This is an optimization exercise on Yosys and OpenROAD, whose aim is small area and a short achievable clock period, not a production implementation.
Function was checked by simulation only, so behaviour that the tests miss may differ from the original.
Power is estimated from default activity; no workload was simulated.

==> flow/design.v (excerpt) <==
module Single_Cycle_CPU(
input clock,
input reset,
output [31:0] pc,
input [31:0] instr,
output [31:0] dmem_addr,
output [31:0] dmem_wdata,
output dmem_we,
input [31:0] dmem_rdata
);
Size in the first run: roughly 2600 cells after synthesis, about 510 flip-flops, ~160 I/O pins, about 0.030 sq mm of cells after synthesis.
clock: 14.0 ns
lec_check: 0
cap_margin: 20
core_margin: 2
core_utilization: 60
cts_buf_list: sky130_fd_sc_hd__clkbuf_16
cts_cluster_diameter: 80
cts_cluster_size: 24
slew_margin: 20
synth_hierarchical: 1
standard.sh (not shown) runs the stock make flow with config.mk's settings and CLKGATE_MAP_FILE= SYNTH_SCRIPT=/design/flow/synth_recipe.tcl, a recipe that flattens the netlist after the stock synthesis.
==> flow/flow/run.sh <==
#!/bin/bash
set -euo pipefail
bash standard.sh \
  'BUFFER_PORTS_ARGS=-buffer_cell sky130_fd_sc_hd__buf_2' \
  SETUP_SLACK_MARGIN=5.3 \
  finish > standard_flow.log 2>&1
The first run produced a clean layout.
Edit:
==> flow/flow/run.sh (replaced) <==
#!/bin/bash
set -euo pipefail
bash standard.sh \
  'BUFFER_PORTS_ARGS=-buffer_cell sky130_fd_sc_hd__buf_2' \
  SETUP_SLACK_MARGIN=5.6 \
  finish > standard_flow.log 2>&1
Result:
- critical path depth rose by 1
- register-to-register slack degrades by 130 ps
- area after synthesis does not change
- sequential cell count does not change
Edit:
==> flow/flow/run.sh (replaced) <==
#!/bin/bash
set -euo pipefail
bash standard.sh \
  'BUFFER_PORTS_ARGS=-buffer_cell sky130_fd_sc_hd__buf_2' \
  SETUP_SLACK_MARGIN=5.45 \
  finish > standard_flow.log 2>&1
Outcome: The changed run completed with no timing, DRC or antenna violations. Design area hardly moves. Combinational power hardly moves. Worst hold slack gains 9.4 ps. Maximum frequency goes down by 1.6%. Global-route usage came out lower by 0.31 points. Critical path depth rises by 8. Sequential share of layout area stays flat.
Edit:
==> flow/flow/run.sh (replaced) <==
#!/bin/bash
set -euo pipefail
bash standard.sh \
  'BUFFER_PORTS_ARGS=-buffer_cell sky130_fd_sc_hd__buf_2' \
  finish > standard_flow.log 2>&1
- SETUP_SLACK_MARGIN: not set -> 5
Utilization fell by 2.8 points.
Total power drops by a few percent.
Via count drops slightly.
Design area shrinks by a few percent.
Sequential share of layout area increases by 1.9 points.
Synthesized cell count is unchanged.
Clock skew came out higher by 3.1 ps.
Wire length is lower by a few percent.
Worst setup slack loses 240 ps.
Die area is unchanged.


The RTL this note starts from:
==> flow/design.v <==
module MUX16to1(
input [15:0] select,
input [32*15-1:0] regs,
input [31:0] r15,
output reg [31:0] mux_out
);
integer k;
always @* begin
  mux_out = r15 & {32{select[15]}};
  for (k = 0; k < 15; k = k + 1)
    mux_out = mux_out | (regs[32*k +: 32] & {32{select[k]}});
end
endmodule
module ADDER_FOUR(
input [31:0] base,
input [7:0] offset,
output [31:0] addr
);
assign addr = base + {24'd0, offset};
endmodule
module ALU(
input [31:0] A,
input [31:0] B,
input sub,
input is_and,
input is_orr,
output [31:0] F,
output Z
);
wire [31:0] sum = A + (B ^ {32{sub}}) + {31'd0, sub};
assign F = is_and ? (A & B) : is_orr ? (A | B) : sum;
assign Z = (F == 32'd0);
endmodule
module SHIFTER(
input [31:0] data_in,
input [7:0] amount,
input is_lsr,
output [31:0] shifter_output
);
wire [4:0] n = amount[4:0];
wire [4:0] ra = is_lsr ? (5'd0 - n) : n;
wire [63:0] rot2 = {data_in, data_in} << ra;
wire [31:0] rot = rot2[63:32];
reg [31:0] keep;
integer j;
always @* begin
  for (j = 0; j < 32; j = j + 1)
    keep[j] = (amount[7:5] == 3'd0) & (is_lsr ? ({1'b0, n} + j <= 31) : (j >= n));
end
assign shifter_output = rot & keep;
endmodule
module Single_Cycle_CPU(
input clock,
input reset,
output [31:0] pc,
input [31:0] instr,
output [31:0] dmem_addr,
output [31:0] dmem_wdata,
output dmem_we,
input [31:0] dmem_rdata
);
wire [3:0] cond = instr[31:28];
wire [1:0] op   = instr[27:26];
wire       I    = instr[25];
wire [3:0] cmd  = instr[24:21];
wire       S    = instr[20];
wire [3:0] rn   = instr[19:16];
wire [3:0] rd   = instr[15:12];
wire [3:0] rm   = instr[3:0];
wire [7:0] imm8 = instr[7:0];
reg [31:2] pcr;
reg z;
wire [32*15-1:0] rf;
assign pc = {pcr, 2'b00};
wire [31:0] pc8 = {pcr[31:3] + 29'd1, pcr[2], 2'b00};
wire dp     = (op == 2'b00);
wire mem    = (op == 2'b01);
wire is_add = dp & ~I & (cmd == 4'b0100);
wire is_sub = dp & ~I & (cmd == 4'b0010);
wire is_and = dp & ~I & (cmd == 4'b0000);
wire is_orr = dp & ~I & (cmd == 4'b1100);
wire is_cmp = dp & ~I & (cmd == 4'b1010);
wire is_lsr = dp &  I & (cmd == 4'b0001);
wire is_lsl = dp &  I & (cmd == 4'b0011);
wire is_ldr = mem & ~I &  S;
wire is_str = mem & ~I & ~S;
wire cond_ok = (cond == 4'b1110) | ((cond == 4'b0000) & z);
wire [3:0] ra2 = op[0] ? rd : rm;
wire [31:0] rd1, rd2;
wire [15:0] sel1 = 16'd1 << rn;
wire [15:0] sel2 = 16'd1 << ra2;
MUX16to1 read1(sel1, rf, pc8, rd1);
MUX16to1 read2(sel2, rf, pc8, rd2);
wire [31:0] alu;
wire alu_z;
ALU alu0(rd1, rd2, is_sub | is_cmp, is_and, is_orr, alu, alu_z);
wire [31:0] shres;
SHIFTER shift0(rd1, imm8, is_lsr, shres);
wire [31:0] result = is_ldr ? dmem_rdata : (is_lsr | is_lsl) ? shres : alu;
genvar g;
wire wr = cond_ok & (is_add | is_sub | is_and | is_orr | is_lsr | is_lsl | is_ldr);
wire [31:0] wdata = result & {32{~reset}};
generate
  for (g = 0; g < 15; g = g + 1) begin : regs
    reg [31:0] q;
    always @(posedge clock)
      if (reset | (wr & (rd == g))) q <= wdata;
    assign rf[32*g +: 32] = q;
  end
endgenerate
wire zw = cond_ok & ((S & (is_add | is_sub | is_and | is_orr)) | is_cmp);
always @(posedge clock) begin
  if (reset) begin
    pcr <= 30'd0;
    z <= 1'b0;
  end else begin
    pcr <= pcr + 30'd1;
    if (zw) z <= alu_z;
  end
end
ADDER_FOUR agu(rd1, imm8, dmem_addr);
assign dmem_wdata = rd2;
assign dmem_we    = cond_ok & is_str;
endmodule
==> flow/config.mk <==
export PLATFORM = sky130hd
export DESIGN_NAME = Single_Cycle_CPU
export DESIGN_NICKNAME = Single_Cycle_CPU
export VERILOG_FILES = /design/flow/design.v
export SDC_FILE = /design/flow/constraint.sdc
export NUM_CORES = 4
export LEC_CHECK = 0
export CAP_MARGIN = 20
export CORE_MARGIN = 2
export CORE_UTILIZATION = 65
export CTS_BUF_LIST = sky130_fd_sc_hd__clkbuf_16
export CTS_CLUSTER_DIAMETER = 80
export CTS_CLUSTER_SIZE = 24
export PLACE_DENSITY = 0.75
export SETUP_SLACK_MARGIN = 5
export SLEW_MARGIN = 20
export SYNTH_HIERARCHICAL = 1
==> flow/constraint.sdc <==
create_clock -name core_clock -period 14.0 [get_ports {clock}]
set_input_delay 2.8000 -clock core_clock [delete_from_list [all_inputs] [get_ports {clock}]]
set_output_delay 2.8000 -clock core_clock [all_outputs]
set_load 0.01 [all_outputs]
==> flow/flow/run.sh <==
#!/bin/bash
set -euo pipefail
bash standard.sh \
  'BUFFER_PORTS_ARGS=-buffer_cell sky130_fd_sc_hd__buf_2' \
  finish > standard_flow.log 2>&1
Then changed:
CORE_UTILIZATION = 50   (was 65)
CTS_BUF_LIST = sky130_fd_sc_hd__clkbuf_8   (was sky130_fd_sc_hd__clkbuf_16)
CTS_CLUSTER_DIAMETER = default   (was 80)
CTS_CLUSTER_SIZE = 20   (was 24)
PLACE_DENSITY = default   (was 0.75)
The new run completed with no timing, DRC or antenna violations.
Setup slack gains 0.16 ns.
Cell count is higher by 9.5%.
Global-route usage is lower by 8.6 points.
Then changed:
==> flow/flow/run.sh (replaced) <==
#!/bin/bash
set -euo pipefail
bash standard.sh \
  SETUP_SLACK_MARGIN=6.5 \
  MATCH_CELL_FOOTPRINT=0 \
  'BUFFER_PORTS_ARGS=-buffer_cell sky130_fd_sc_hd__buf_2' \
  finish > standard_flow.log 2>&1
CTS_BUF_LIST = default   (was sky130_fd_sc_hd__clkbuf_8)
CTS_CLUSTER_SIZE = default   (was 20)
SETUP_SLACK_MARGIN = default   (was 5)
Effect: The changed run completed with no timing, DRC or antenna violations; non-clock buffer count went up by 207; wire length increases by 12%; synthesized area is unchanged; power grows by 12%; die area is unchanged; final area is higher by 15%.
Then changed:
==> flow/flow/run.sh (replaced) <==
#!/bin/bash
set -euo pipefail
bash standard.sh \
  'BUFFER_PORTS_ARGS=-buffer_cell sky130_fd_sc_hd__buf_2' \
  finish > standard_flow.log 2>&1
CORE_UTILIZATION = 60   (was 50)
CTS_BUF_LIST = sky130_fd_sc_hd__clkbuf_16   (was default)
CTS_CLUSTER_DIAMETER = 80   (was default)
CTS_CLUSTER_SIZE = 24   (was default)
SETUP_SLACK_MARGIN = 5   (was default)
Wire length shrinks by 16%.
Final area came out lower by 16%.
Worst setup slack loses 0.25 ns.
Clock skew shrinks by 0.032 ns.
Clock power went down by 44%.
First-iteration DRC count rose by 20%.
Area after synthesis is unchanged.
Count of clock-buffer cells in the layout fell by 45.

==> re-timing with driven ports <==
The results above use ideal ports. As a check the final layouts listed here were re-extracted and re-timed, cells and wires unchanged.
Step 1: set_driving_cell puts a clkbuf_16 on clock and a buf_2 on each other input, an assumption about the parent block.
Step 2 times the ports against the registers' clock, not the clock port: input delays grow and output delays shrink by t, the midpoint of the rising clock arrivals with the driver on.
Slacks: no drivers / after step 1 / after step 2; pairs: no drivers / after step 1.
run	t (ns)	setup slack, ns	cell pins on the clock port's net
the first run of note 1	0.657	5.310 / 5.272 / 4.882	1
the second run of note 1	0.682	5.437 / 5.380 / 4.981	1
the third run of note 1	0.657	5.295 / 5.337 / 4.680	1
the fourth run of note 1	0.659	5.053 / 5.070 / 4.439	1
the first run of note 2	0.649	4.857 / 4.897 / 4.248	1
the second run of note 2	0.752	5.020 / 4.992 / 4.398	1
the third run of note 2	0.691	5.271 / 5.224 / 4.955	1
the fourth run of note 2	0.665	5.017 / 4.995 / 4.525	1
After both steps setup and hold are still met in every run listed. The setup slack of the second run of note 2, which loses most, moves by -0.028 ns with the drivers and by -0.622 ns with both steps.
